Context: an optimization exercise on an open-source flow, tuned for small area, a short achievable clock period and few clock cycles. The choices shown serve that exercise and are no tape-out recipe.
Where RTL was checked, it was by simulation tests only, not by an equivalence proof against the original.
For runs 2, 3, 5 and 6, only the layout was checked, not whether the RTL still works.
No activity file was given, so power comes from the tool's default toggle rates.

--- flow/config.mk ---
export PLATFORM = sky130hd
export DESIGN_NAME = EC_2
export DESIGN_NICKNAME = EC_2
export VERILOG_FILES = /design/flow/design.v
export SDC_FILE = /design/flow/constraint.sdc
export NUM_CORES = 4
export LEC_CHECK = 0
export CAP_MARGIN = 20
export CELL_PAD_IN_SITES_DETAIL_PLACEMENT = 0
export CELL_PAD_IN_SITES_GLOBAL_PLACEMENT = 0
export CORE_MARGIN = 2
export CORE_UTILIZATION = 45
export SETUP_SLACK_MARGIN = 5
export SLEW_MARGIN = 20
export TNS_END_PERCENT = 100
--- flow/constraint.sdc ---
create_clock -name core_clock -period 8.0 [get_ports {Clk}]
set_input_delay 1.6000 -clock core_clock [delete_from_list [all_inputs] [get_ports {Clk}]]
set_output_delay 1.6000 -clock core_clock [all_outputs]
set_load 0.01 [all_outputs]
--- flow/design.v ---
module EC_2(
    input  logic       Enter,
    input  logic       Clk,
    input  logic       Reset,
    input  logic [7:0] Data_input,
    input  logic       Load_en,
    input  logic [4:0] Load_addr,
    input  logic [7:0] Load_data,
    output logic       Halt,
    output logic       In_wait,
    output logic [7:0] Data_output
    );
    localparam logic [2:0] OP_LOAD  = 3'd0;
    localparam logic [2:0] OP_STORE = 3'd1;
    localparam logic [2:0] OP_ADD   = 3'd2;
    localparam logic [2:0] OP_SUB   = 3'd3;
    localparam logic [2:0] OP_IN    = 3'd4;
    localparam logic [2:0] OP_JZ    = 3'd5;
    localparam logic [2:0] OP_JPOS  = 3'd6;
    localparam logic [2:0] OP_HALT  = 3'd7;
    logic [7:0] mem [0:31];
    logic [4:0] pc;       
    logic [7:0] ir_d;     
    logic       vd;       
    logic [4:0] ir_e;     
    logic       e_ld, e_st, e_add, e_sub;
    logic [7:0] opnd;     
    logic       tk;       
    logic [7:0] a;
    logic       halt_r;   
    logic       inw;      
    wire stall = halt_r | (inw & ~Enter);
    wire       nx_valid = tk | vd;
    wire [7:0] nx_word  = tk ? opnd : ir_d;
    wire [2:0] nx_op    = nx_word[7:5];
    wire [4:0] ra       = nx_word[4:0];
    wire [7:0] bx    = opnd ^ {8{e_sub}};
    wire [7:0] g0    = a & bx;
    wire [7:0] p0    = a ^ bx;
    wire [7:0] gk = {g0[7:1], g0[0] | (p0[0] & e_sub)};
    wire [7:0] pk = {p0[7:1], 1'b0};
    wire [7:0] g1 = gk | (pk & {gk[6:0], 1'b0});
    wire [7:0] p1 = pk & {pk[6:0], 1'b0};
    wire [7:0] g2 = g1 | (p1 & {g1[5:0], 2'b0});
    wire [7:0] p2 = p1 & {p1[5:0], 2'b0};
    wire [7:0] g3 = g2 | (p2 & {g2[3:0], 4'b0});
    wire [7:0] carry = {g3[6:0], e_sub};
    wire [7:0] sum   = p0 ^ carry;
    wire [7:0] ab_x     = a ^ opnd;
    wire       add_zero = (ab_x == {a[6:0] | opnd[6:0], 1'b0});
    wire       sub_zero = (ab_x == 8'd0);
    wire e_keep = ~(e_ld | e_add | e_sub | inw);
    wire [7:0] a_nx = ({8{e_ld}}          & opnd) |
                      ({8{e_add | e_sub}} & sum) |
                      ({8{inw}}           & Data_input) |
                      ({8{e_keep}}        & a);
    wire z_nx = (e_ld  & (opnd == 8'd0)) |
                (e_add & add_zero) |
                (e_sub & sub_zero) |
                (inw   & (Data_input == 8'd0)) |
                (e_keep & (a == 8'd0));
    logic [7:0] rd_op, rd_f;
    always_comb begin
        rd_op = 8'd0;
        rd_f  = 8'd0;
        for (int i = 0; i < 32; i++) begin
            rd_op = rd_op | (mem[i] & {8{ra == 5'(i)}});
            rd_f  = rd_f  | (mem[i] & {8{pc == 5'(i)}});
        end
    end
    wire [7:0] op_nx = (e_st && ir_e == ra) ? a : rd_op;
    wire       nx_store = nx_valid & (nx_op == OP_STORE);
    wire       refetch  = nx_store & (ra == pc);
    wire [7:0] f_nx = (e_st && ir_e == pc) ? a : rd_f;
    wire tk_nx = nx_valid & (((nx_op == OP_JZ) & z_nx) |
                             ((nx_op == OP_JPOS) & ~a_nx[7]));
    wire [4:0] ra_p1 = {ra[4] ^ (&ra[3:0]), ra[3] ^ (&ra[2:0]), ra[2] ^ (&ra[1:0]), ra[1] ^ ra[0], ~ra[0]};
    wire [4:0] pc_p1 = {pc[4] ^ (&pc[3:0]), pc[3] ^ (&pc[2:0]), pc[2] ^ (&pc[1:0]), pc[1] ^ pc[0], ~pc[0]};
    wire [4:0] pc_nx = tk_nx ? ra_p1 : refetch ? pc : pc_p1;
    always_ff @(posedge Clk or posedge Reset) begin
        if (Reset) begin
            pc     <= 5'd0;
            vd     <= 1'b0;
            a      <= 8'd0;
            e_ld   <= 1'b0;
            e_st   <= 1'b0;
            e_add  <= 1'b0;
            e_sub  <= 1'b0;
            tk     <= 1'b0;
            halt_r <= 1'b0;
            inw    <= 1'b0;
        end else if (!stall) begin
            pc     <= pc_nx;
            vd     <= ~refetch;
            a      <= a_nx;
            e_ld   <= nx_valid & (nx_op == OP_LOAD);
            e_st   <= nx_store;
            e_add  <= nx_valid & (nx_op == OP_ADD);
            e_sub  <= nx_valid & (nx_op == OP_SUB);
            tk     <= tk_nx;
            halt_r <= nx_valid & (nx_op == OP_HALT);
            inw    <= nx_valid & (nx_op == OP_IN);
        end
    end
    always_ff @(posedge Clk) begin
        if (!stall)
            ir_d <= f_nx;
    end
    always_ff @(posedge Clk) begin
        ir_e <= ra;
        opnd <= op_nx;
    end
    logic       ld_en;
    logic [4:0] ld_addr;
    logic [7:0] ld_data;
    always_ff @(posedge Clk) begin
        ld_en   <= Load_en;
        ld_addr <= Load_addr;
        ld_data <= Load_data;
    end
    always_ff @(posedge Clk) begin
        if (ld_en)
            mem[ld_addr] <= ld_data;
        else if (e_st)
            mem[ir_e] <= a;
    end
    assign Halt        = halt_r;
    assign In_wait     = inw;
    assign Data_output = a;
endmodule
--- flow/flow/run.sh ---
#!/bin/bash
# Own layout flow: the standard flow (standard.sh) with three changes.
#  - sky130_fd_sc_hd__a222oi_1 is added to the platform's don't-use cells.
#    It has no stronger size, and as the last gate of a memory read it drives
#    a long wire slowly, which the resizer cannot fix.
#  - Ports are buffered with buf_4 rather than the default choice (a slow
#    clkdlybuf4s50_1 on the outputs).
#  - Clock tree synthesis runs with the usual arguments plus
#    -dont_use_dummy_load, so it adds no dummy load cells to the clock tree,
#    and with larger sink clusters (30 sinks, 80 um) on the default buffers.
# Everything else, including the synthesis script, is the standard flow.
# Each ORFS step logs to orfs/logs/...; make's own output goes to
# flow_make.log here.
set -euo pipefail
PLATFORM_DONT_USE="sky130_fd_sc_hd__probe_p_8 sky130_fd_sc_hd__probec_p_8 sky130_fd_sc_hd__lpflow_bleeder_1 sky130_fd_sc_hd__lpflow_clkbufkapwr_1 sky130_fd_sc_hd__lpflow_clkbufkapwr_16 sky130_fd_sc_hd__lpflow_clkbufkapwr_2 sky130_fd_sc_hd__lpflow_clkbufkapwr_4 sky130_fd_sc_hd__lpflow_clkbufkapwr_8 sky130_fd_sc_hd__lpflow_clkinvkapwr_1 sky130_fd_sc_hd__lpflow_clkinvkapwr_16 sky130_fd_sc_hd__lpflow_clkinvkapwr_2 sky130_fd_sc_hd__lpflow_clkinvkapwr_4 sky130_fd_sc_hd__lpflow_clkinvkapwr_8 sky130_fd_sc_hd__lpflow_decapkapwr_12 sky130_fd_sc_hd__lpflow_decapkapwr_3 sky130_fd_sc_hd__lpflow_decapkapwr_4 sky130_fd_sc_hd__lpflow_decapkapwr_6 sky130_fd_sc_hd__lpflow_decapkapwr_8 sky130_fd_sc_hd__lpflow_inputiso0n_1 sky130_fd_sc_hd__lpflow_inputiso0p_1 sky130_fd_sc_hd__lpflow_inputiso1n_1 sky130_fd_sc_hd__lpflow_inputiso1p_1 sky130_fd_sc_hd__lpflow_inputisolatch_1 sky130_fd_sc_hd__lpflow_isobufsrc_1 sky130_fd_sc_hd__lpflow_isobufsrc_16 sky130_fd_sc_hd__lpflow_isobufsrc_2 sky130_fd_sc_hd__lpflow_isobufsrc_4 sky130_fd_sc_hd__lpflow_isobufsrc_8 sky130_fd_sc_hd__lpflow_isobufsrckapwr_16 sky130_fd_sc_hd__lpflow_lsbuf_lh_hl_isowell_tap_1 sky130_fd_sc_hd__lpflow_lsbuf_lh_hl_isowell_tap_2 sky130_fd_sc_hd__lpflow_lsbuf_lh_hl_isowell_tap_4 sky130_fd_sc_hd__lpflow_lsbuf_lh_isowell_4 sky130_fd_sc_hd__lpflow_lsbuf_lh_isowell_tap_1 sky130_fd_sc_hd__lpflow_lsbuf_lh_isowell_tap_2 sky130_fd_sc_hd__lpflow_lsbuf_lh_isowell_tap_4 "
bash standard.sh finish \
  DONT_USE_CELLS="$PLATFORM_DONT_USE sky130_fd_sc_hd__a222oi_1" \
  BUFFER_PORTS_ARGS="-buffer_cell sky130_fd_sc_hd__buf_4" \
  CTS_ARGS="-sink_clustering_enable -repair_clock_nets -dont_use_dummy_load -sink_clustering_size 30 -sink_clustering_max_diameter 80" \
  > flow_make.log 2>&1
--- flow/standard.sh ---
#!/bin/bash
# synth_recipe.tcl (not shown) runs the flow's synth.tcl, then flattens the netlist and writes it again
# the make line also repeats each setting of config.mk as NAME=value (left out here)
make -C /OpenROAD-flow-scripts/flow DESIGN_CONFIG=/design/flow/config.mk WORK_HOME=/design/flow/orfs CLKGATE_MAP_FILE= SYNTH_SCRIPT=/design/flow/synth_recipe.tcl "${@:-finish}"
==> out/qor.yml, run 1 <==
outcome: "complete, no violations"
holdCritStartpoint: "vd$_DFFE_PP0P_"
synth_top_family_by_area: "compound AO/OA/AOI/OAI gates"
reg2reg_depth: 8
r2r_start: "pc[1]$_DFFE_PP0P_"
gp_congestion: 1.095
p_leak_nw: 5.705
crit_path_start_kind: "flop"
fin_tns_setup_ns: 0
routedWlPerCell_um: 40.65
p_per_area_nw_per_um2: 373.2
io_buffers: 34
rsz0062_at_grt: "yes"
synth_area_um2: 14640
grt_pass1_vias: 11280
switching_share: 0.4376
pwr-share-comb: 0.479
p_seq_frac: 0.367
worst_pin_slew_ns: 1.120
use_met2: 0.5862
slew_headroom: 0.2530
synth.mux.area_fraction: 0.02197
wirelength_um: 69750
synthArstFlopShare: 0.06731
cts_hold_buf: 0
synthSimpleGateAreaFrac: 0.1196
start_util: 0.4533
nFillCells: 2829
syn_to_final_growth_pct: 13.89
holdCritPathClass: "reg2reg"
io_pins: 35
worstSkewPairLatency_ns: 0.56
crit_path_start: "pc[1]$_DFFE_PP0P_"
synth_compound_area_frac: 0.1793
cap_violations: 0
busiest_layer: "met2"
hold_violations: 0
ys_warn_count: 1
fmax_mhz: 330.1
power.total_mw: 6.221
first_pass_iters: 7
grtUsageMet3: 0.1330
place_hpwl_um: 51310
synthCells: 1192
row_count: 66
reg2reg_setup_slack_ns: 4.97
intPower_mw: 3.498
slew_violations: 0
path_class: "reg2reg"
holdWs_ns: 0.4900
core-area_um2: 32290
period_needed_ns: 3.030
cts-buffers-inserted: 19
final_antenna_net_count: 0
dieArea_um2: 33980
htree_levels: 1
via_per_inst: 7.171
synth_top_area_cell: "edfxtp_1"
drtIter0Drc: 2312
cp_cell_sequence: "ha_2 -> and3_1 -> ha_1 -> a22o_1 -> a2111oi_2 -> nand4_1 -> nor4_2 -> a21oi_1"
synth_xor_area_frac: 0.02026
cts_root_buffer: "clkbuf_16"
ys_ff_latch: 312
drive_gt1_frac: 0.1813
p_switching_mw: 2.723
die_h_um: 184.3
cts_tree: "built"
yosysSeqAreaShare: 0.6145
required_ns: 8.26
min_period_over_period: 0.3787
ir_drop_uv: 228.8
instances_no_fill: 1716
diodes: 0
critPathTopFamily: "compound AO/OA/AOI/OAI gates"
grt_use_met1: 0.5693
dp_cells: 1680
overflow: 0
crit_slowest_cell: "dfrtp_1"
die_x_um: 184.3
synth_edf_count: 264
clock-skew-final_ns: 0.05384
drcViolationCount: 0
worstPathMaxFanout: 8
cts.sinks: 312
holdPathStages: 1
grt_pass1_wl_um: 94230
ys.flop_type: "edfxtp_1"
synth_fp_nets: 1245
nNetsFinal: 1329
clkPwrFrac: 0.154
synth.top_cell.area_share: 0.5417
clk_pin_slew_ns: 0.08
fin_util: 0.5162
syn_area_per_cell_um2: 12.28
cp.buffers_inverters: 0
max_stage_delay_ns: 0.46
end_kind: "flop"
synthTopCellsByArea: "edfxtp_1 54%, a22oi_1 5.8%, dfxtp_1 3.7%"
vias: 12310
hold_path_end: "vd$_DFFE_PP0P_"
cts_buffer_depth: 3
cp.arrival_ns: 3.29
grt_usage: 0.4125
synth_adder_area_share: 0.02445
r2r_end: "ir_d[6]$_DFFE_PP_"
grt_max_degree: 33
ys_types: 70
setup_viol: 0
antenna_found_initial: 0
==> cells in the final DEF (no fill, tap or decap), drive strengths merged, types with 3 or more instances in the layout <==
cell type  instances
inv               29
nand3             23
o2111ai            4
mux2i             17
nor2b             12
nor2             129
a22o              59
a21oi             34
nor3              18
and3               5
buf              102
o21ai             29
o41ai              3
xor2              19
o22ai              3
dfxtp             27
a221o             19
nand2b             8
edfxtp           264
ha                27
a2111oi            4
clkbuf            19
nand3b             4
nand2            118
o31ai              5
xnor2             14
a22oi            114
nor4              25
nand4             29
dfrtp             21
a221oi            28
a32oi              8
a21o               6
mux2              10
a31oi             12
==> synth_stat cells (8+ instances only) <==
master and n:
edfxtp_1 264, nor2_1 124, nand2_1 118, a22oi_1 114, a22o_1 59, a21oi_1 34, inv_1 30, nand4_1 29
a221oi_1 28, o21ai_0 28, dfxtp_1 27, ha_1 27, nor4_1 25, clkbuf_1 24, nand3_1 23, dfrtp_1 21
a221o_1 19, xor2_1 19, nor3_1 18, mux2i_1 15, xnor2_1 13, a31oi_1 12, nor2b_1 11, mux2_2 10
nand2b_1 8
==> sequential cells by signal, summed over array words and instances, names as in the netlist <==
signal   count
mem        256
a            8
ir_d         8
ld_data      8
opnd         8
ir_e         5
ld_addr      5
pc           5
e_add        1
e_ld         1
e_st         1
e_sub        1
halt_r       1
inw          1
ld_en        1
tk           1
vd           1
==> timing repair <==
action                                 CTS  global route
buffers inserted                         5            12
setup endpoints to repair              182            64
pin swaps                                3             6
endpoints found under the hold margin    0             0
resized for setup                       42            43
==> logic make-up (layout without fill, tap and decap cells) <==
kind of cell / after synthesis / in the layout
mux: 28 / 28
compound gates: 340 / 340
fa+ha+maj: 28 / 28
flops: 312 / 312
xor+xnor: 33 / 33
simple gates: 381 / 381
buf+inv: 70 / 152
==> metal layers <==
layer / vias up / wire (um)
met3: 232 / 9792
li1: 4863 / -
met1: 6083 / 26950
met5: - / 0
met4: 0 / 4460
met2: 1127 / 28550
==> final cells by class <==
class                           count  area (um^2)  share of cell area
Clock buffer                       19        475.5             0.02852
Multi-Input combinational cell    810         5713              0.3427
Timing Repair Buffer              102        793.3             0.04759
Sequential cell                   312         9007              0.5404
Inverter                           31        126.4            0.007581
Tap cell                          442        553.0             0.03318
==> power by group through the flow <==
stage / sequential (mW) / clock [mW] / combinational, mW
CTS: 2.26 / 0.956 / 2.73
floorplan: 2.15 / 0 / 1.69
global placement: 2.30 / 0 / 2.61
global route: 2.29 / 1.01 / 3.11
finish: 2.28 / 0.959 / 2.98
detailed placement: 2.30 / 0 / 2.61
==> through the flow <==
| stage | setup slack (ns) | instance area (um^2) |
|---|---|---|
| finish | 4.970 | 16670 |
| floorplan | 5.062 | 14640 |
| CTS | 5.012 | 16390 |
| global route | 4.938 | 16670 |
| detailed placement | 4.220 | 15710 |
| global placement | 4.290 | 15690 |
==> how the worst max path moves through the flow <==
stage	slack, ns	to	cells past startpoint
detailed placement	4.22	opnd[4]$_DFF_P_	11
global route	4.94	ir_d[4]$_DFFE_PP_	10
floorplan	5.06	opnd[1]$_DFF_P_	13
global placement	4.29	opnd[5]$_DFF_P_	10
CTS	5.01	pc[4]$_DFFE_PP0P_	10
finish	4.97	ir_d[6]$_DFFE_PP_	8
Testbench counts, summed over its fixed seeds: cycles 43,846.
==> run 2: changes to the inputs <==
--- a/flow/design.v
+++ b/flow/design.v
@@ -111,15 +111,7 @@
         opnd <= op_nx;
     end
-    logic       ld_en;
-    logic [4:0] ld_addr;
-    logic [7:0] ld_data;
     always_ff @(posedge Clk) begin
-        ld_en   <= Load_en;
-        ld_addr <= Load_addr;
-        ld_data <= Load_data;
-    end
-    always_ff @(posedge Clk) begin
-        if (ld_en)
-            mem[ld_addr] <= ld_data;
+        if (Load_en)
+            mem[Load_addr] <= Load_data;
         else if (e_st)
             mem[ir_e] <= a;
--- a/flow/config.mk
+++ b/flow/config.mk
@@ -7,6 +7,4 @@
 export LEC_CHECK = 0
 export CAP_MARGIN = 20
-export CELL_PAD_IN_SITES_DETAIL_PLACEMENT = 0
-export CELL_PAD_IN_SITES_GLOBAL_PLACEMENT = 0
 export CORE_MARGIN = 2
 export CORE_UTILIZATION = 45
==> run 2 against run 1 <==
Clock-buffer cell count is 2 lower. Largest power group is now registers. Register-to-register slack worse by 0.10 ns. Critical path type unchanged. Still clean. Largest cell class unchanged. Critical endpoint is now opnd[4]$_DFF_P_. Sequential share of layout area is 1.9 points lower. Highest routed layer is now met5. Combinational power is 97% lower.
==> out/qor.yml, run 2 <==
antenna_found_initial: 1  # +1
die_x_um: 182.2  # -1.2%
synth_fp_nets: 1212  # -2.7%
crit_slowest_cell: "dfrtp_4"
holdPathStages: 1  # unchanged
p_switching_mw: 0.6017  # -78%
cts_buffer_depth: 3  # unchanged
synthCells: 1159  # -2.8%
ys_types: 72  # +2.9%
end_kind: "flop"
grt_pass1_vias: 11670  # +3.5%
p_seq_frac: 0.633  # +0.266
die_h_um: 182.2  # -1.2%
worstSkewPairLatency_ns: 0.54  # -0.02 ns
place_hpwl_um: 51670  # +0.70%
holdCritPathClass: "reg2reg"
path_class: "reg2reg"
worst_pin_slew_ns: 1.203  # +0.08263 ns
cts_hold_buf: 0  # unchanged
vias: 12280  # -0.20%
top_layer: "met5"
wirelength_um: 71110  # +1.9%
clk_pin_slew_ns: 0.09  # about the same
ys_ff_latch: 298  # -4.5%
ir_drop_uv: 179.9  # -21%
crit_path_start_kind: "flop"
outcome: "complete, no violations"
fin_area_um2: 16730  # +0.40%
final_antenna_net_count: 0  # unchanged
dr_wl_met2_um: 29200  # +2.3%
cts.sinks: 298  # -4.5%
drcViolationCount: 0  # unchanged
nNetsFinal: 1301  # -2.1%
min_period_over_period: 0.3917  # +0.01297
grt_pass1_wl_um: 95250  # +1.1%
synth_top_area_cell: "edfxtp_1"
synth.top_cell.area_share: 0.5550  # +0.01328
cts_root_buffer: "clkbuf_16"
wl_met3_um: 9795  # about the same
dieArea_um2: 33190  # -2.3%
fin_ws_ns: 4.867  # -0.1037 ns
required_ns: 8.41  # +0.15 ns
synthArstFlopShare: 0.07047  # +0.003162
gp_congestion: 1.155  # +5.5%
grt_max_degree: 33  # unchanged
routedWlPerCell_um: 43.12  # +6.1%
drtIter0Drc: 2465  # +6.6%
grt_usage: 0.4242  # +0.01170
crit_top_cell: "nor2b_1"
period_needed_ns: 3.133  # +0.1037 ns
r2r_start: "tk$_DFFE_PP0P_"
intPower_mw: 2.115  # -40%
p_leak_nw: 5.626  # -1.4%
holdCritStartpoint: "vd$_DFFE_PP0P_"
synth_most_common_cell: "edfxtp_1"
p_per_area_nw_per_um2: 162.3  # -57%
max_stage_delay_ns: 0.51  # +0.05 ns
slew_violations: 0  # unchanged
start_util: 0.4550  # +0.001775
holdWs_ns: 0.4955  # +0.005486 ns
top_register: "mem"
crit_path_start: "tk$_DFFE_PP0P_"
yosysSeqAreaShare: 0.6100  # -0.004549
clkPwrFrac: 0.328  # +0.174
wl_met1_um: 25700  # -4.7%
worstPathMaxFanout: 9  # +1
switching_share: 0.2215  # -0.2162
cap_violations: 0  # unchanged
htree_levels: 1  # unchanged
r2r_end: "opnd[4]$_DFF_P_"
reg2reg_depth: 10  # +2
pre_cts_slack_ns: 4.207  # -0.01246 ns
row_count: 65  # -1.5%
layout_commonest_cell: "edfxtp_1"
largest_reg_flops: 256  # unchanged
io_pins: 35  # unchanged
rsz0062_at_grt: "yes"
ys.flop_type: "edfxtp_1"
cts_tree: "built"
hold_path_end: "vd$_DFFE_PP0P_"
synth_edf_count: 264  # unchanged
synthTopCellsByCount: "264 x edfxtp_1, 130 x nor2_1, 106 x a22oi_1, 98 x nand2_1, 73 x a22o_1"
final_cell_mix: "264 x edfxtp_1, 102 x a22oi_1, 88 x nand2_1"
fin_tns_setup_ns: 0  # unchanged
via_per_inst: 7.447  # +3.9%
pwr-share-comb: 0.038  # -0.441
synthTopCellsByArea: "edfxtp_1 55%, a22oi_1 5.6%, a22o_1 4.5%"
synth_area_um2: 14280  # -2.4%
drive_gt1_frac: 0.2103  # +0.02895
ys_warn_count: 1  # unchanged
first_pass_iters: 7  # unchanged
cp_cell_sequence: "buf_12 -> nor2b_1 -> a32oi_2 -> nor2b_1 -> ha_1 -> a22oi_1 -> nand3_1 -> nor4_1 -> and3_1 -> a21oi_1"
clock-skew-final_ns: 0.04443  # -0.009416 ns
syn_to_final_growth_pct: 17.15
hold_violations: 0  # unchanged
setup_viol: 0  # unchanged
slew_headroom: 0.1950  # -0.05805
reg2reg_setup_slack_ns: 4.87  # -0.10 ns
syn_area_per_cell_um2: 12.33  # +0.39%
cp.arrival_ns: 3.55  # +0.26 ns
cts-buffers-inserted: 17  # -2
fmax_mhz: 319.1  # -3.3%
core-area_um2: 31390  # -2.8%
placed_cell_area_um2: 15600  # -0.66%
nFillCells: 2663  # -5.9%
overflow: 0  # unchanged
io_buffers: 34  # unchanged
==> run 2: cell types whose count changed in the layout (fill, tap and decap cells not counted), moves of 12 or more <==
cell,before,now
buf_4,99,86
nand2_1,114,88
a22o_1,59,73
nor2_4,1,32
dfxtp_1,24,11
nor2_1,94,75
buf_12,1,13
==> run 2: layer usage <==
layer  vias to the layer above  GRT usage
met1                      6013     0.5396
met2                      1157     0.6174
met5                         -    0.01778
met4                         4     0.2726
li1                       4773          -
met3                       333     0.1465
==> run 2: worst max-delay path by stage <==
stage | end | slack, ns
after detailed placement | opnd[2]$_DFF_P_ | 4.21
after floorplan | mem[10][0]$_DFFE_PP_ | 4.84
final | opnd[4]$_DFF_P_ | 4.87
after global routing | opnd[4]$_DFF_P_ | 4.81
after global placement | opnd[7]$_DFF_P_ | 4.24
after CTS | mem[22][2]$_DFFE_PP_ | 4.89
==> run 2: cell type report <==
class / instances / area, um^2 / share of cell area
repair buffers: 103 / 938.4 / 0.05607
well taps: 402 / 503.0 / 0.03006
inverters: 33 / 123.9 / 0.007402
clock buffers: 17 / 425.4 / 0.02542
diodes: 1 / 2.502 / 0.0001495
flip-flops and latches: 298 / 8730 / 0.5216
multi-input cells: 795 / 6012 / 0.3593
==> run 2: logic make-up (layout without fill, tap and decap cells) <==
| group | count (synthesis) | count (layout) | synth area share |
|---|---|---|---|
| fa+ha+maj | 28 | 28 | 0.02505 |
| buf+inv | 67 | 153 | 0.01883 |
| xor+xnor | 35 | 35 | 0.02199 |
| other cells | 0 | 1 | 0 |
| compound gates | 341 | 341 | 0.1881 |
| flops | 298 | 298 | 0.6100 |
| mux | 20 | 20 | 0.01612 |
| simple gates | 370 | 371 | 0.1199 |
==> run 2: power by group through the flow <==
stage          clock network [mW]  logic [mW]  registers [mW]
6_report                    0.892       0.104            1.72
5_1_grt                     0.939       0.108            1.72
4_1_cts                     0.888       0.101            1.72
3_5_place_dp                    0      0.0967            1.75
3_3_place_gp                    0      0.0932            1.75
2_1_floorplan                   0      0.0494            1.75
==> run 2: repair_timing <==
| action | CTS | global route |
|---|---|---|
| pin swaps | 15 | 5 |
| setup buffers | 20 | 13 |
| setup endpoints to repair | 136 | 152 |
| gates resized for setup | 32 | 47 |
| cloned | 0 | 1 |
==> run 2: per-stage QoR <==
| stage | util | power, mW | std cells |
|---|---|---|---|
| after floorplan | - | 1.795 | 1159 |
| after global placement | 0.4949 | 1.848 | 1594 |
| after detailed placement | 0.4970 | 1.850 | 1597 |
| after CTS | 0.5234 | 2.707 | 1634 |
| after global routing | 0.5330 | 2.766 | 1648 |
| final | 0.5331 | 2.717 | 1649 |
==> run 2: critical path, delay by kind of cell, from the launching register on <==
kind,cells,cell delay [ns]
adders and majority gates,1,0.33
AOI/OAI and AO/OA,3,0.88
DFF,1,0.51
buffers and inverters,1,0.16
and+or+nand+nor,5,1.12
==> run 3: changes to the inputs <==
--- a/flow/design.v
+++ b/flow/design.v
@@ -111,12 +111,27 @@
         opnd <= op_nx;
     end
+    logic       ld_en;
+    logic [4:0] ld_addr;
+    logic [7:0] ld_data;
     always_ff @(posedge Clk) begin
-        if (Load_en)
-            mem[Load_addr] <= Load_data;
+        ld_en   <= Load_en;
+        ld_addr <= Load_addr;
+        ld_data <= Load_data;
+    end
+    always_ff @(posedge Clk) begin
+        if (ld_en)
+            mem[ld_addr] <= ld_data;
         else if (e_st)
             mem[ir_e] <= a;
     end
+    logic [7:0] a_out;
+    always_ff @(posedge Clk or posedge Reset) begin
+        if (Reset)
+            a_out <= 8'd0;
+        else if (!stall && !e_keep)
+            a_out <= a_nx;
+    end
     assign Halt        = halt_r;
     assign In_wait     = inw;
-    assign Data_output = a;
+    assign Data_output = a_out;
 endmodule
==> run 3 against run 2 <==
Largest power group unchanged. Critical endpoint is now opnd[7]$_DFF_P_. Combinational power fell by about 30%. Synthesized cell count increased by 1.9%. Worst hold slack got worse by 0.013 ns. Highest routed layer is now met4.
==> out/qor.yml, run 3 <==
crit_path_start_kind: "flop"
final_antenna_net_count: 0  # unchanged
io_buffers: 34  # unchanged
start_util: 0.4551  # about the same
cts_buffer_depth: 3  # unchanged
grt_max_degree: 33  # unchanged
row_count: 66  # +1.5%
synthTopCellsByCount: "264 x edfxtp_1, 116 x nor2_1, 112 x a22oi_1, 108 x nand2_1, 79 x a22o_1"
overflow: 0  # unchanged
final_cell_mix: "264 x edfxtp_1, 107 x nand2_1, 106 x buf_4"
io_pins: 35  # unchanged
synthTopCellsByArea: "edfxtp_1 54%, a22oi_1 5.7%, dfrtp_1 4.9%"
drive_gt1_frac: 0.1836  # -0.02668
ys.flop_type: "edfxtp_1"
clk_pin_slew_ns: 0.10  # about the same
synthArstFlopShare: 0.09063  # +0.02016
drtIter0Drc: 2138  # -13%
synth_edf_count: 264  # unchanged
slew_violations: 0  # unchanged
place_hpwl_um: 52130  # +0.90%
dp_cells: 1680  # +5.2%
reg2reg_setup_slack_ns: 4.90  # +0.03 ns
instances_no_fill: 1724  # +4.5%
yosysSeqAreaShare: 0.6241  # +0.01412
fin_util: 0.5198  # -0.01329
ys_ff_latch: 320  # +7.4%
grt_pass1_wl_um: 94920  # -0.34%
first_pass_iters: 9  # +2
fmax_mhz: 322.1  # +0.93%
holdCritStartpoint: "a_out[5]$_DFFE_PP0P_"
worstSkewPairLatency_ns: 0.54  # about the same
r2r_start: "tk$_DFFE_PP0N_"
rsz0062_at_grt: "yes"
r2r_end: "opnd[7]$_DFF_P_"
grt_pass1_vias: 11500  # -1.4%
synth.top_cell.area_share: 0.5381  # -0.01683
hold_path_end: "a_out[5]$_DFFE_PP0P_"
layout_commonest_cell: "edfxtp_1"
nFillCells: 2841  # +6.7%
holdCritPathClass: "reg2reg"
setup_viol: 0  # unchanged
synthCells: 1181  # +1.9%
slew_headroom: 0.2012  # +0.006208
reg2reg_depth: 10  # unchanged
synth_fp_nets: 1234  # +1.8%
routedWlPerCell_um: 40.94  # -5.1%
syn_to_final_growth_pct: 14.22
wirelength_um: 70570  # -0.75%
worstPathMaxFanout: 8  # -1
ys_types: 60  # -17%
switching_share: 0.2104  # -0.01107
p_seq_frac: 0.648  # +0.015
end_kind: "flop"
cts.sinks: 320  # +7.4%
gp_congestion: 1.114  # -3.6%
synth_area_um2: 14730  # +3.1%
vias: 12280  # unchanged
cts_tree: "built"
clock-skew-final_ns: 0.04733  # +0.002902 ns
antenna_found_initial: 1  # unchanged
drcViolationCount: 0  # unchanged
p_per_area_nw_per_um2: 168.8  # +4.0%
fin_ws_ns: 4.895  # +0.02885 ns
clkPwrFrac: 0.326  # -0.002
p_leak_nw: 5.774  # +2.6%
core-area_um2: 32370  # +3.1%
ys_warn_count: 1  # unchanged
nNetsFinal: 1335  # +2.6%
pwr-share-comb: 0.026  # -0.012
grt_usage: 0.4124  # -0.01188
synth_most_common_cell: "edfxtp_1"
cts-buffers-inserted: 18  # +1
synth_top_area_cell: "edfxtp_1"
pre_cts_slack_ns: 3.843  # -0.3642 ns
intPower_mw: 2.243  # +6.0%
cp.arrival_ns: 3.53  # -0.02 ns
holdPathStages: 2  # +1
via_per_inst: 7.123  # -4.4%
path_class: "reg2reg"
ir_drop_uv: 149.8  # -17%
largest_reg_flops: 256  # unchanged
period_needed_ns: 3.105  # -0.02885 ns
outcome: "complete, no violations"
dieArea_um2: 34200  # +3.1%
top_register: "mem"
required_ns: 8.43  # +0.02 ns
min_period_over_period: 0.3881  # -0.003606
syn_area_per_cell_um2: 12.47  # +1.2%
worst_pin_slew_ns: 1.194  # -0.009278 ns
p_switching_mw: 0.5976  # -0.68%
fin_tns_setup_ns: 0  # unchanged
htree_levels: 1  # unchanged
die_x_um: 184.9  # +1.5%
cts_root_buffer: "clkbuf_16"
hold_violations: 0  # unchanged
die_h_um: 184.9  # +1.5%
cap_violations: 0  # unchanged
==> run 3: through the flow <==
stage | total power [mW] | hold WS [ns] | instance area (um^2)
6_report | 2.840 | 0.4825 | 16830
5_1_grt | 2.906 | 0.5108 | 16820
4_1_cts | 2.842 | 0.4881 | 16500
3_5_place_dp | 1.948 | 0.4704 | 15910
3_3_place_gp | 1.948 | 0.4607 | 15860
2_1_floorplan | 1.893 | 0.4635 | 14730
==> run 3: layer usage <==
layer,part of all wire,up-vias,track usage
met5,0,-,0
met2,0.41,1053,0.5934
met1,0.39,6081,0.5651
li1,-,4887,-
met3,0.13,259,0.1166
met4,0.072,0,0.2197
==> run 3: area by class of cell <==
type / instances / area (um^2) / area share
clock buffer: 18 / 450.4 / 0.02677
antenna: 2 / 5.005 / 0.0002974
multi-input combinational: 796 / 5627 / 0.3344
tap: 442 / 553.0 / 0.03287
timing repair buffer: 110 / 837.1 / 0.04975
inverter: 36 / 138.9 / 0.008254
sequential: 320 / 9215 / 0.5477
==> run 3: power by group through the flow <==
stage / combinational, mW / sequential (mW) / clock [mW]
detailed placement: 0.0720 / 1.88 / 0
finish: 0.0732 / 1.84 / 0.926
global route: 0.0764 / 1.84 / 0.989
floorplan: 0.0273 / 1.87 / 0
CTS: 0.0718 / 1.84 / 0.931
global placement: 0.0702 / 1.88 / 0
==> run 3: critical path, stage by stage, from the launching register on <==
cell,delay [ns]
dfrtp_4,0.50
mux2i_4,0.31
buf_4,0.16
ha_1,0.16
nand2_1,0.14
nor2_2,0.69
a22o_1,0.36
a221o_1,0.23
nor4_1,0.08
and4_1,0.21
a21oi_1,0.15
==> run 3: worst max path at each step <==
stage,startpoint,to,depth (start not counted)
floorplan,Data_input[3],pc[4]$_DFFE_PP0P_,7
global placement,tk$_DFFE_PP0N_,opnd[7]$_DFF_P_,10
detailed placement,tk$_DFFE_PP0N_,opnd[7]$_DFF_P_,10
CTS,tk$_DFFE_PP0N_,opnd[7]$_DFF_P_,9
global route,tk$_DFFE_PP0N_,opnd[7]$_DFF_P_,10
finish,tk$_DFFE_PP0N_,opnd[7]$_DFF_P_,10
==> run 3: cell families after synthesis <==
family / after synthesis / synth area share
compound gates: 349 / 0.1819
xor+xnor: 35 / 0.02081
fa+ha+maj: 28 / 0.02429
buf+inv: 65 / 0.01758
flops: 320 / 0.6241
mux: 17 / 0.01393
simple gates: 367 / 0.1174
==> run 3: what timing repair did <==
item	4_1_cts	5_1_grt
hold buffers	0	0
pin swaps	2	10
resized for setup	29	42
setup endpoints to repair	21	41
endpoints found under the hold margin	0	0
setup buffers	5	19
==> run 4: changes to the inputs <==
--- a/flow/design.v
+++ b/flow/design.v
@@ -125,13 +125,6 @@
             mem[ir_e] <= a;
     end
-    logic [7:0] a_out;
-    always_ff @(posedge Clk or posedge Reset) begin
-        if (Reset)
-            a_out <= 8'd0;
-        else if (!stall && !e_keep)
-            a_out <= a_nx;
-    end
     assign Halt        = halt_r;
     assign In_wait     = inw;
-    assign Data_output = a_out;
+    assign Data_output = a;
 endmodule
--- a/flow/flow/run.sh
+++ b/flow/flow/run.sh
@@ -8,5 +8,5 @@
 #  - Clock tree synthesis runs with the usual arguments plus
 #    -dont_use_dummy_load, so it adds no dummy load cells to the clock tree,
-#    and with larger sink clusters (30 sinks, 80 um) on the default buffers.
+#    and with larger sink clusters (30 sinks, 60 um) on the default buffers.
 # Everything else, including the synthesis script, is the standard flow.
 # Each ORFS step logs to orfs/logs/...; make's own output goes to
@@ -17,4 +17,4 @@
   DONT_USE_CELLS="$PLATFORM_DONT_USE sky130_fd_sc_hd__a222oi_1" \
   BUFFER_PORTS_ARGS="-buffer_cell sky130_fd_sc_hd__buf_4" \
-  CTS_ARGS="-sink_clustering_enable -repair_clock_nets -dont_use_dummy_load -sink_clustering_size 30 -sink_clustering_max_diameter 80" \
+  CTS_ARGS="-sink_clustering_enable -repair_clock_nets -dont_use_dummy_load -sink_clustering_size 30 -sink_clustering_max_diameter 60" \
   > flow_make.log 2>&1
==> run 4 against run 3 <==
Global-route usage is 0.13 points higher. First-iteration DRC count is 2.1% higher. Wire length is 0.62% lower. Sequential power is 24% higher. Total power is 130% higher. Fmax is 2.7% higher. Clock power is about 30% higher. Largest cell class unchanged. Largest power group is now combinational cells. Highest routed layer unchanged.
==> out/qor.yml, run 4 <==
outcome: "complete, no violations"
dieArea_um2: 33980  # -0.64%
cp.depth: 10  # unchanged
drcViolationCount: 0  # unchanged
cts.sinks: 312  # -2.5%
placed_cell_area_um2: 15710  # -1.3%
cap_violations: 0  # unchanged
synth_edf_count: 264  # unchanged
grt_max_degree: 33  # unchanged
p_leak_nw: 5.833  # +1.0%
cts_buffer_depth: 3  # unchanged
wirelength_um: 70140  # -0.62%
syn_area_per_cell_um2: 12.28  # -1.6%
synthTopCellsByArea: "edfxtp_1 54%, a22oi_1 5.8%, dfxtp_1 3.7%"
vias: 12510  # +1.9%
syn_to_final_growth_pct: 15.86
largest_reg_flops: 256  # unchanged
grt_use_met1: 0.5615  # -0.003621
gp_congestion: 1.095  # -1.7%
cp.arrival_ns: 3.32  # -0.21 ns
min_period_over_period: 0.3779  # -0.01017
nNetsFinal: 1339  # +0.30%
ys_types: 70  # +17%
grt_pass1_wl_um: 94520  # -0.42%
period_needed_ns: 3.023  # -0.08136 ns
place_hpwl_um: 51310  # -1.6%
use_met2: 0.5841  # -0.009348
synthTopCellsByCount: "264 x edfxtp_1, 124 x nor2_1, 118 x nand2_1, 114 x a22oi_1, 59 x a22o_1"
top_register: "mem"
row_count: 66  # unchanged
slew_violations: 0  # unchanged
grt_pass1_vias: 11430  # -0.64%
reg2reg_depth: 10  # unchanged
cts-buffers-inserted: 29  # +11
multi_input_area_um2: 5742  # +2.0%
fmax_mhz: 330.8  # +2.7%
overflow: 0  # unchanged
htree_levels: 1  # unchanged
via_per_inst: 7.246  # +1.7%
clk_pin_slew_ns: 0.05  # -0.05 ns
reg2reg_setup_slack_ns: 4.98  # +0.08 ns
endpoint: "ir_d[0]$_DFFE_PP_"
busiest_layer: "met2"
synth_top_area_cell: "edfxtp_1"
clock-skew-final_ns: 0.06985  # +0.02252 ns
synth_fp_nets: 1245  # +0.89%
drtIter0Drc: 2183  # +2.1%
nFillCells: 2802  # -1.4%
slew_headroom: 0.2027  # +0.001585
cp.buffers_inverters: 2  # +1
setup_viol: 0  # unchanged
yosysSeqAreaShare: 0.6145  # -0.009570
ys_ff_latch: 312  # -2.5%
rsz0062_at_grt: "yes"
fin_tns_setup_ns: 0  # unchanged
worstPathMaxFanout: 28  # +20
path_class: "reg2reg"
worstSkewPairLatency_ns: 0.60  # +0.06 ns
synth.top_cell.area_share: 0.5417  # +0.003542
cp_cell_sequence: "buf_8 -> nand2b_4 -> nor2_1 -> buf_4 -> a22oi_1 -> nand3_1 -> a221oi_2 -> o2111ai_2 -> nor2_4 -> a21oi_1"
die_h_um: 184.3  # -0.32%
antenna_found_initial: 1  # unchanged
max_stage_delay_ns: 0.35  # -0.34 ns
synth_area_um2: 14640  # -0.65%
r2r_start: "pc[2]$_DFFE_PP0P_"
synthArstFlopShare: 0.06731  # -0.02332
io_pins: 35  # unchanged
final_cell_mix: "264 x edfxtp_1, 113 x a22oi_1, 113 x nand2_1"
required_ns: 8.30  # -0.13 ns
critPathTopFamily: "simple AND/OR/NAND/NOR gates"
ir_drop_uv: 251.7  # +68%
drive_gt1_frac: 0.1908  # +0.007216
p_per_area_nw_per_um2: 383.0  # +130%
end_kind: "flop"
worst_pin_slew_ns: 1.196  # +0.002034 ns
core-area_um2: 32290  # -0.25%
ff_latch_area_um2: 9009  # -2.2%
cts_tree: "built"
io_buffers: 34  # unchanged
ys.flop_type: "edfxtp_1"
grtUsageMet3: 0.1391  # +0.02251
hold_violations: 0  # unchanged
routedWlPerCell_um: 40.61  # -0.79%
r2r_end: "ir_d[0]$_DFFE_PP_"
grt_usage: 0.4136  # +0.001269
crit_slowest_cell: "dfrtp_1"
first_pass_iters: 6  # -3
cts_root_buffer: "clkbuf_16"
final_antenna_net_count: 0  # unchanged
ys_warn_count: 1  # unchanged
crit_path_start: "pc[2]$_DFFE_PP0P_"
cts_hold_buf: 0  # unchanged
fin_area_um2: 16960  # +0.77%
synth_most_common_cell: "edfxtp_1"
holdCritPathClass: "reg2reg"
synthCells: 1192  # +0.93%
crit_path_start_kind: "flop"
fin_util: 0.5251  # +0.005359
start_util: 0.4533  # -0.001820
layout_commonest_cell: "edfxtp_1"
die_x_um: 184.3  # -0.32%
[run 4: cell count changes after synthesis, moves of 6 or more]
cell,before,now
mux2i_1,7,15
dfrtp_1,29,21
a22o_1,79,59
nor2_1,116,124
a221oi_1,35,28
nand2_1,108,118
clkbuf_1,16,24
nor2b_1,5,11
[run 4: worst min-delay path by stage]
stage	startpoint	endpoint	cells after the start
4_1_cts	vd$_DFFE_PP0P_	vd$_DFFE_PP0P_	1
6_report	vd$_DFFE_PP0P_	vd$_DFFE_PP0P_	1
2_1_floorplan	vd$_DFFE_PP0P_	vd$_DFFE_PP0P_	1
3_5_place_dp	vd$_DFFE_PP0P_	vd$_DFFE_PP0P_	1
5_1_grt	vd$_DFFE_PP0P_	vd$_DFFE_PP0P_	1
3_3_place_gp	vd$_DFFE_PP0P_	vd$_DFFE_PP0P_	1
[run 4: area by class of cell]
| class | instances | area share |
|---|---|---|
| repair buffers | 102 | 0.04708 |
| diodes | 1 | 0.0001476 |
| multi-input cells | 810 | 0.3386 |
| clock buffers | 29 | 0.04280 |
| flip-flops and latches | 312 | 0.5313 |
| inverters | 31 | 0.007453 |
| well taps | 442 | 0.03262 |
[run 4: cells by family (layout without fill, tap and decap cells)]
group | Yosys count | in the layout | share of synthesized area
and+or+nand+nor | 381 | 381 | 0.1196
AOI/OAI and AO/OA | 340 | 340 | 0.1793
DFF | 312 | 312 | 0.6145
buffers and inverters | 70 | 162 | 0.01992
xor gates and xnor gates | 33 | 33 | 0.02026
adders and majority gates | 28 | 28 | 0.02445
muxes | 28 | 28 | 0.02197
other | 0 | 1 | 0
[run 4: worst register-to-register path: stages (launching register included)]
cell	delay [ns]
dfrtp_1	0.35
buf_8	0.27
nand2b_4	0.34
nor2_1	0.20
buf_4	0.24
a22oi_1	0.30
nand3_1	0.17
a221oi_2	0.23
o2111ai_2	0.29
nor2_4	0.26
a21oi_1	0.11
[run 4: power breakdown]
part	switching (mW)	leakage, nW	internal, mW	total [mW]
Clock	0.573	0.357	0.631	1.20
Combinational	1.91	2.61	1.09	3.00
Sequential	0.288	2.87	2.00	2.29
Total	2.77	5.83	3.72	6.49
[run 4: layer usage]
layer  routed length [um]  vias to the layer above
li1                     -                     4894
met1                27400                     6254
met2                28510                     1119
met3                 9473                      246
met4                 4761                        0
met5                    0                        -
[run 4: metrics by stage]
stage                     setup WS [ns]  hold WS [ns]  std cells  power, mW
after floorplan                   5.062        0.4418       1192      3.841
after CTS                         5.011        0.4785       1714      6.195
final                             4.977        0.4846       1727      6.495
after global placement            4.290        0.4624       1678      4.909
after global routing              4.971        0.5069       1726      6.692
after detailed placement          4.220        0.4660       1680      4.909
[run 4: what timing repair did]
action	4_1_cts	5_1_grt
buffers inserted	5	12
resized for setup	43	49
pin swaps	3	6
setup endpoints to repair	191	77
Testbench counts of run 4, summed over its fixed seeds: cycles 43,846.
==> run 5: changes to the inputs <==
--- a/flow/design.v
+++ b/flow/design.v
@@ -21,4 +21,5 @@
     logic [7:0] mem [0:31];
     logic [4:0] pc;       
+    logic [4:0] pcn;      
     logic [7:0] ir_d;     
     logic       vd;       
@@ -75,10 +76,18 @@
     wire tk_nx = nx_valid & (((nx_op == OP_JZ) & z_nx) |
                              ((nx_op == OP_JPOS) & ~a_nx[7]));
-    wire [4:0] ra_p1 = {ra[4] ^ (&ra[3:0]), ra[3] ^ (&ra[2:0]), ra[2] ^ (&ra[1:0]), ra[1] ^ ra[0], ~ra[0]};
-    wire [4:0] pc_p1 = {pc[4] ^ (&pc[3:0]), pc[3] ^ (&pc[2:0]), pc[2] ^ (&pc[1:0]), pc[1] ^ pc[0], ~pc[0]};
-    wire [4:0] pc_nx = tk_nx ? ra_p1 : refetch ? pc : pc_p1;
+    function automatic logic [4:0] inc5(input logic [4:0] x);
+        inc5 = {x[4] ^ (&x[3:0]), x[3] ^ (&x[2:0]), x[2] ^ (&x[1:0]), x[1] ^ x[0], ~x[0]};
+    endfunction
+    wire [4:0] ird_p1 = inc5(ir_d[4:0]);
+    wire [4:0] opn_p1 = inc5(opnd[4:0]);
+    wire [4:0] ra_p1  = tk ? opn_p1 : ird_p1;
+    wire [4:0] ra_p2  = inc5(ra_p1);
+    wire [4:0] pcn_p1 = inc5(pcn);
+    wire [4:0] pc_nx  = tk_nx ? ra_p1 : refetch ? pc  : pcn;
+    wire [4:0] pcn_nx = tk_nx ? ra_p2 : refetch ? pcn : pcn_p1;
     always_ff @(posedge Clk or posedge Reset) begin
         if (Reset) begin
             pc     <= 5'd0;
+            pcn    <= 5'd1;
             vd     <= 1'b0;
             a      <= 8'd0;
@@ -92,4 +101,5 @@
         end else if (!stall) begin
             pc     <= pc_nx;
+            pcn    <= pcn_nx;
             vd     <= ~refetch;
             a      <= a_nx;
--- a/flow/flow/run.sh
+++ b/flow/flow/run.sh
@@ -8,5 +8,5 @@
 #  - Clock tree synthesis runs with the usual arguments plus
 #    -dont_use_dummy_load, so it adds no dummy load cells to the clock tree,
-#    and with larger sink clusters (30 sinks, 60 um) on the default buffers.
+#    and with larger sink clusters (24 sinks, 80 um) on the default buffers.
 # Everything else, including the synthesis script, is the standard flow.
 # Each ORFS step logs to orfs/logs/...; make's own output goes to
@@ -17,4 +17,4 @@
   DONT_USE_CELLS="$PLATFORM_DONT_USE sky130_fd_sc_hd__a222oi_1" \
   BUFFER_PORTS_ARGS="-buffer_cell sky130_fd_sc_hd__buf_4" \
-  CTS_ARGS="-sink_clustering_enable -repair_clock_nets -dont_use_dummy_load -sink_clustering_size 30 -sink_clustering_max_diameter 60" \
+  CTS_ARGS="-sink_clustering_enable -repair_clock_nets -dont_use_dummy_load -sink_clustering_size 24 -sink_clustering_max_diameter 80" \
   > flow_make.log 2>&1
==> run 5 against run 4 <==
Non-clock buffer count grew 21. Fmax shrank 2.8%. Register-to-register slack worse by 0.09 ns. Global-route usage grew 0.93 points. Setup slack got worse by 0.087 ns. Utilization down 0.35 points. Cell count is 1.8% higher. Largest cell class unchanged. Die area up 3.5%. Flip-flop and latch count up 5. Synthesized cell count grew 1.7%. Sequential share of layout area is 0.63 points lower. Still clean. Design area up 2.6%.
==> out/qor.yml, run 5 <==
outcome: "complete, no violations"
crit_path_start_kind: "flop"
p_leak_nw: 6.023  # +3.3%
reg2reg_depth: 6  # -4
via_per_inst: 7.428  # +2.5%
final_cell_mix: "264 x edfxtp_1, 175 x a22oi_1, 117 x buf_4"
worstSkewPairLatency_ns: 0.56  # -0.04 ns
cts_tree: "built"
synth_most_common_cell: "edfxtp_1"
setup_viol: 0  # unchanged
cts.sinks: 317  # +1.6%
row_count: 67  # +1.5%
hold_violations: 0  # unchanged
dr_wl_met2_um: 32880  # +15%
synthArstFlopShare: 0.08202  # +0.01471
top_register: "mem"
synthTopCellsByArea: "edfxtp_1 52%, a22oi_1 8.7%, dfrtp_1 4.1%"
cts_hold_buf: 0  # unchanged
place_hpwl_um: 52990  # +3.3%
fin_tns_setup_ns: 0  # unchanged
cap_violations: 0  # unchanged
placed_cell_area_um2: 16410  # +4.5%
ys.flop_type: "edfxtp_1"
antenna_found_initial: 3  # +2
io_buffers: 34  # unchanged
drcViolationCount: 0  # unchanged
ir_drop_uv: 160.1  # -36%
wl_met3_um: 8362  # -12%
cp.arrival_ns: 3.27  # -0.05 ns
p_per_area_nw_per_um2: 274.1  # -28%
routedWlPerCell_um: 42.94  # +5.7%
layout_commonest_cell: "edfxtp_1"
cts_buffer_depth: 3  # unchanged
overflow: 0  # unchanged
slew_violations: 0  # unchanged
nNetsFinal: 1357  # +1.3%
min_period_over_period: 0.3887  # +0.01081
worst_pin_slew_ns: 1.389  # +0.1928 ns
syn_area_per_cell_um2: 12.51  # +1.9%
synth_fp_nets: 1260  # +1.2%
start_util: 0.4544  # +0.001132
cts_root_buffer: "clkbuf_16"
cp_cell_sequence: "nand2b_1 -> buf_4 -> mux2i_1 -> nor2b_1 -> nand2_1 -> nor2_2"
synth_edf_count: 264  # unchanged
drive_gt1_frac: 0.2089  # +0.01807
fin_area_um2: 17400  # +2.6%
clock-skew-final_ns: 0.04765  # -0.02220 ns
synthTopCellsByCount: "264 x edfxtp_1, 175 x a22oi_1, 95 x nor2_1, 90 x nand2_1, 41 x nand3_1"
period_needed_ns: 3.110  # +0.08650 ns
yosysSeqAreaShare: 0.6016  # -0.01297
die_h_um: 187.6  # +1.7%
synthCells: 1212  # +1.7%
final_antenna_net_count: 0  # unchanged
cts-buffers-inserted: 21  # -28%
ff_latch_area_um2: 9136  # +1.4%
top_layer: "met5"
multi_input_area_um2: 6075  # +5.8%
wirelength_um: 75490  # +7.6%
holdWs_ns: 0.4929  # +0.008301 ns
largest_reg_flops: 256  # unchanged
syn_to_final_growth_pct: 14.80
grt_max_degree: 49  # +48%
path_class: "reg2reg"
synth.top_cell.area_share: 0.5229  # -0.01878
required_ns: 8.16  # -0.14 ns
worstPathMaxFanout: 19  # -32%
max_stage_delay_ns: 0.87  # +0.52 ns
die_x_um: 187.6  # +1.7%
drtIter0Drc: 1841  # -16%
grt_pass1_vias: 12570  # +10%
synth_area_um2: 15160  # +3.6%
end_kind: "flop"
clk_pin_slew_ns: 0.10  # +0.05 ns
core-area_um2: 33360  # +3.3%
first_pass_iters: 6  # unchanged
ys_ff_latch: 317  # +1.6%
synth_top_area_cell: "edfxtp_1"
nFillCells: 2918  # +4.1%
ys_warn_count: 1  # unchanged
crit_slowest_cell: "nor2_2"
dieArea_um2: 35180  # +3.5%
ys_types: 75  # +7.1%
holdCritPathClass: "reg2reg"
grt_pass1_wl_um: 101900  # +7.8%
htree_levels: 1  # unchanged
slew_headroom: 0.07419  # -0.1286
gp_congestion: 1.131  # +3.4%
wl_met1_um: 26860  # -1.9%
rsz0062_at_grt: "yes"
vias: 13060  # +4.4%
fmax_mhz: 321.6  # -2.8%
io_pins: 35  # unchanged
grt_usage: 0.4229  # +0.009264
holdPathStages: 2  # +1
[run 5: changes by cell type in the layout (fill, tap and decap cells not counted), sizes merged, moves of 16 or more]
| cell | delta |
|---|---|
| a22oi | +61 |
| a22o | -42 |
| nor2 | -34 |
| nand2 | -27 |
| a32oi | +26 |
| nand3 | +20 |
| a221o | -19 |
| buf | +19 |
| a221oi | +16 |
[run 5: logic make-up (layout without fill, tap and decap cells)]
| family | after synthesis | after routing | share of synthesized area |
|---|---|---|---|
| other | 0 | 3 | 0 |
| buffers and inverters | 81 | 175 | 0.02468 |
| and+or+nand+nor | 353 | 353 | 0.1154 |
| adders and majority gates | 23 | 23 | 0.01948 |
| muxes | 23 | 24 | 0.01741 |
| DFF | 317 | 317 | 0.6016 |
| xor gates and xnor gates | 39 | 39 | 0.02253 |
| AOI/OAI and AO/OA | 376 | 376 | 0.1990 |
[run 5: worst paths after layout]
kind / to / from / slack, ns
worst max-delay path: mem[5][7]$_DFFE_PP_ / ld_en$_DFF_P_ / 4.89
worst min-delay path: pcn[0]$_DFFE_PP1P_ / pcn[0]$_DFFE_PP1P_ / 0.49
worst max register to register: mem[5][7]$_DFFE_PP_ / ld_en$_DFF_P_ / 4.89
worst min register to register: pcn[0]$_DFFE_PP1P_ / pcn[0]$_DFFE_PP1P_ / 0.49
max in group asynchronous: a[1]$_DFFE_PP0P_ / Reset / 6.34
min in group asynchronous: pc[4]$_DFFE_PP0P_ / Reset / 1.18
[run 5: report_power, final]
part | total [mW] | internal (mW) | switching [mW]
logic | 1.65 | 0.544 | 1.11
clock network | 1.02 | 0.466 | 0.553
registers | 2.10 | 1.93 | 0.174
[run 5: worst max-delay path: cells and delay by family, from the launching register on]
family | cells | cell delay (ns)
buf+inv | 1 | 0.31
mux | 1 | 0.44
flops | 1 | 0.49
simple gates | 4 | 1.47
[run 5: what timing repair did]
item / CTS / global route
cloned: 1 / 2
setup endpoints to repair: 25 / 135
pin swaps: 1 / 7
gates resized for setup: 35 / 41
setup buffers: 8 / 4
[run 5: metal layers]
metal | vias up | global-route usage
met5 | - | 0
met4 | 2 | 0.3280
met3 | 376 | 0.1099
met2 | 1078 | 0.6410
met1 | 6502 | 0.5172
li1 | 5100 | -
[run 5: final cells by class]
cell class                      count  share of cell area
Sequential cell                   317              0.5249
Inverter                           30            0.007189
Tap cell                          448             0.03221
Timing Repair Buffer              123             0.05550
Timing Repair inverter              1           0.0005032
Antenna cell                        3           0.0004313
Multi-Input combinational cell    815              0.3490
Clock buffer                       21             0.03019
[run 5: through the flow]
| stage | std cells | setup slack (ns) | utilization | power (mW) |
|---|---|---|---|---|
| 2_1_floorplan | 1212 | 5.028 | - | 2.953 |
| 3_3_place_gp | 1714 | 4.018 | 0.4902 | 3.560 |
| 3_5_place_dp | 1718 | 3.887 | 0.4918 | 3.566 |
| 4_1_cts | 1748 | 4.938 | 0.5140 | 4.633 |
| 5_1_grt | 1756 | 4.776 | 0.5215 | 4.880 |
| 6_report | 1758 | 4.890 | 0.5216 | 4.770 |
==> run 6: changes to the inputs <==
--- a/flow/design.v
+++ b/flow/design.v
@@ -129,9 +129,10 @@
         ld_data <= Load_data;
     end
+    wire       wen   = ld_en | e_st;
+    wire [4:0] waddr = ld_en ? ld_addr : ir_e;
+    wire [7:0] wdata = ld_en ? ld_data : a;
     always_ff @(posedge Clk) begin
-        if (ld_en)
-            mem[ld_addr] <= ld_data;
-        else if (e_st)
-            mem[ir_e] <= a;
+        if (wen)
+            mem[waddr] <= wdata;
     end
     assign Halt        = halt_r;
==> run 6 against run 5 <==
Utilization shrank 0.35 points. Setup slack gained 0.025 ns. Worst hold slack lost 0.023 ns. Via count shrank 1.0%. Sequential power shrank 13%.
==> out/qor.yml, run 6 <==
ir_drop_uv: 202.2  # +26%
hold_path_end: "pcn[0]$_DFFE_PP1P_"
drive_gt1_frac: 0.2046  # -0.004260
fin_util: 0.5181  # -0.003536
synth_fp_nets: 1259  # -0.079%
grt_pass1_wl_um: 102100  # +0.19%
outcome: "complete, no violations"
syn_area_per_cell_um2: 12.48  # -0.23%
rsz0062_at_grt: "yes"
p_per_area_nw_per_um2: 169.6  # -38%
start_util: 0.4541  # about the same
holdCritPathClass: "reg2reg"
vias: 12920  # -1.0%
cap_violations: 0  # unchanged
layout_commonest_cell: "edfxtp_1"
min_period_over_period: 0.3856  # -0.003101
cp.arrival_ns: 3.57  # +0.30 ns
required_ns: 8.49  # +0.33 ns
period_needed_ns: 3.085  # -0.02481 ns
setup_viol: 0  # unchanged
fmax_mhz: 324.2  # +0.80%
via_per_inst: 7.392  # -0.48%
synth_edf_count: 264  # unchanged
grt_usage: 0.4282  # +0.005321
cts_hold_buf: 0  # unchanged
final_cell_mix: "264 x edfxtp_1, 165 x a22oi_1, 114 x buf_4"
top_register: "mem"
synthTopCellsByCount: "264 x edfxtp_1, 171 x a22oi_1, 98 x nor2_1, 90 x nand2_1"
cts_tree: "built"
die_h_um: 187.3  # -0.15%
slew_violations: 0  # unchanged
hold_violations: 0  # unchanged
synth_top_area_cell: "edfxtp_1"
end_kind: "flop"
slew_headroom: 0.1308  # +0.05657
io_buffers: 34  # unchanged
final_antenna_net_count: 0  # unchanged
antenna_found_initial: 0  # -3
drcViolationCount: 0  # unchanged
synth_most_common_cell: "edfxtp_1"
largest_reg_flops: 256  # unchanged
holdPathStages: 2  # unchanged
syn_to_final_growth_pct: 14.09
synth_area_um2: 15110  # -0.31%
place_hpwl_um: 53820  # +1.6%
grt_pass1_vias: 12210  # -2.9%
clk_pin_slew_ns: 0.09  # about the same
drtIter0Drc: 2239  # +22%
core-area_um2: 33280  # -0.25%
cts_root_buffer: "clkbuf_16"
r2r_end: "opnd[3]$_DFF_P_"
io_pins: 35  # unchanged
cts-buffers-inserted: 21  # unchanged
wirelength_um: 76170  # +0.89%
dieArea_um2: 35070  # -0.31%
fin_tns_setup_ns: 0  # unchanged
synthArstFlopShare: 0.08202  # unchanged
path_class: "reg2reg"
routedWlPerCell_um: 43.57  # +1.5%
yosysSeqAreaShare: 0.6034  # +0.001892
holdCritStartpoint: "pcn[0]$_DFFE_PP1P_"
p_leak_nw: 5.877  # -2.4%
crit_path_start_kind: "flop"
clock-skew-final_ns: 0.04674  # -0.0009124 ns
overflow: 0  # unchanged
reg2reg_setup_slack_ns: 4.92  # +0.02 ns
gp_congestion: 1.120  # -1.0%
ys_warn_count: 1  # unchanged
htree_levels: 1  # unchanged
ys.flop_type: "edfxtp_1"
worstSkewPairLatency_ns: 0.56  # about the same
synthTopCellsByArea: "edfxtp_1 52%, a22oi_1 8.5%, dfrtp_1 4.1%"
cts_buffer_depth: 3  # unchanged
worstPathMaxFanout: 9  # -10
row_count: 67  # unchanged
nNetsFinal: 1350  # -0.52%
ys_ff_latch: 317  # unchanged
first_pass_iters: 7  # +1
reg2reg_depth: 9  # +3
power.total_mw: 2.924  # -39%
ys_types: 68  # -9.3%
synth.top_cell.area_share: 0.5245  # +0.001645
die_x_um: 187.3  # -0.15%
r2r_start: "tk$_DFFE_PP0P_"
grt_max_degree: 40  # -18%
nFillCells: 2909  # -0.31%
diodes: 0  # -3
synthCells: 1211  # -0.083%
worst_pin_slew_ns: 1.304  # -0.08486 ns
cts.sinks: 317  # unchanged
## run 6: changes by cell type after synthesis, moves of 4 or more
cell	previous run	this run
a32o_1	12	20
a32oi_1	34	26
nor3_1	19	11
a221o_1	0	4
a221oi_2	12	8
a22oi_1	175	171
a31oi_1	9	5
o32ai_1	0	4
## run 6: through the flow
step	area [um^2]	std cells	setup slack, ns	hold slack, ns
2_1_floorplan	15120	1211	5.007	0.4386
3_3_place_gp	16190	1698	4.112	0.4687
3_5_place_dp	16210	1700	4.090	0.4703
4_1_cts	16870	1727	4.927	0.4778
5_1_grt	17240	1748	4.901	0.5064
6_report	17240	1748	4.915	0.4696
## run 6: critical path, cell delays in order, from the launching register on
cell and delay, ns:
dfrtp_2 0.45, buf_12 0.17, mux2i_4 0.37, clkinv_2 0.25
a221oi_2 0.99, a22o_1 0.34, a221oi_1 0.07, nand4_1 0.16
nor4_2 0.08, a21oi_1 0.13
## run 6: per-layer routing
layer  GRT usage  share of wire  vias to the layer above
met4      0.2979          0.090                        2
met5    0.009615        0.00060                        -
met2      0.6310           0.42                     1154
li1            -              -                     5045
met3      0.1460           0.13                      385
met1      0.5297           0.35                     6336
## run 6: timing repair
item                                    CTS  global route
pin swaps                                 2            10
setup buffers                             5            15
gates resized for setup                  23            40
endpoints found under the setup margin   24            23
gates cloned                              1             4
## run 6: power by group
group / internal [mW] / total, mW / switching (mW)
logic: 0.0208 / 0.0849 / 0.0641
clock network: 0.465 / 1.02 / 0.551
registers: 1.81 / 1.82 / 0.0156
## run 6: cell type report
cell class | count | area (um^2) | share of cell area
Clock buffer | 21 | 525.5 | 0.03048
Multi-Input combinational cell | 808 | 5889 | 0.3416
Sequential cell | 317 | 9136 | 0.5299
Timing Repair inverter | 2 | 11.26 | 0.0006531
Tap cell | 448 | 560.5 | 0.03251
Timing Repair Buffer | 122 | 1001 | 0.05805
Inverter | 30 | 118.9 | 0.006894
## run 6: logic make-up after synthesis
group                    count (synthesis)  synth area share
AO/OA/AOI/OAI                          358            0.1849
adder cells (fa/ha/maj)                 23           0.01954
buffers and inverters                   87           0.02707
multiplexers                            28           0.02152
flip-flops                             317            0.6034
AND/OR/NAND/NOR                        359            0.1200
XOR/XNOR                                39           0.02359
## run 6: worst max path at each step
stage                                 start                 end  slack, ns
after detailed placement              Enter   pc[0]$_DFFE_PP0P_       4.09
final                        tk$_DFFE_PP0P_     opnd[3]$_DFF_P_       4.92
after CTS                    tk$_DFFE_PP0P_     opnd[2]$_DFF_P_       4.93
after floorplan               Data_input[2]  pcn[3]$_DFFE_PP0P_       5.01
after global routing      e_sub$_DFFE_PP0P_  pcn[4]$_DFFE_PP0P_       4.90
after global placement                Enter   pc[0]$_DFFE_PP0P_       4.11

## afterwards: timing with drivers on the ports
In the flow no input, the clock included, has a driving cell. The finished layouts below were timed again as built, in two steps. Step 1 assumes that a clkbuf_16 drives the clock port and a buf_2 every other input. Step 2 moves the port delays by t, midway between the first and last clock arrival at a register: inputs arrive t later, outputs are due t later. That takes back most of the time a late clock gives input paths. Three values: ideal, step 1, step 2; two values: the first two.
run	t, ns	setup slack, ns	clock arrival spread, ns	worst slew at a driven data input, ns	pins driven straight from the clock port
run 1	0.583	4.970 / 4.970 / 4.663	0.060 / 0.059	0.05	1
run 2	0.584	4.866 / 4.866 / 4.499	0.056 / 0.056	0.05	1
run 3	0.574	4.895 / 4.895 / 4.776	0.048 / 0.047	0.06	1
run 4	0.620	4.977 / 4.968 / 4.677	0.070 / 0.070	0.05	1
run 5	0.593	4.890 / 4.890 / 4.593	0.048 / 0.047	0.05	1
run 6	0.595	4.915 / 4.915 / 4.542	0.047 / 0.047	0.07	1
After both steps every run listed still meets setup and hold. For run 6, which loses most, drivers alone change the setup slack by 0.000 ns; drivers and shift together by -0.373 ns.
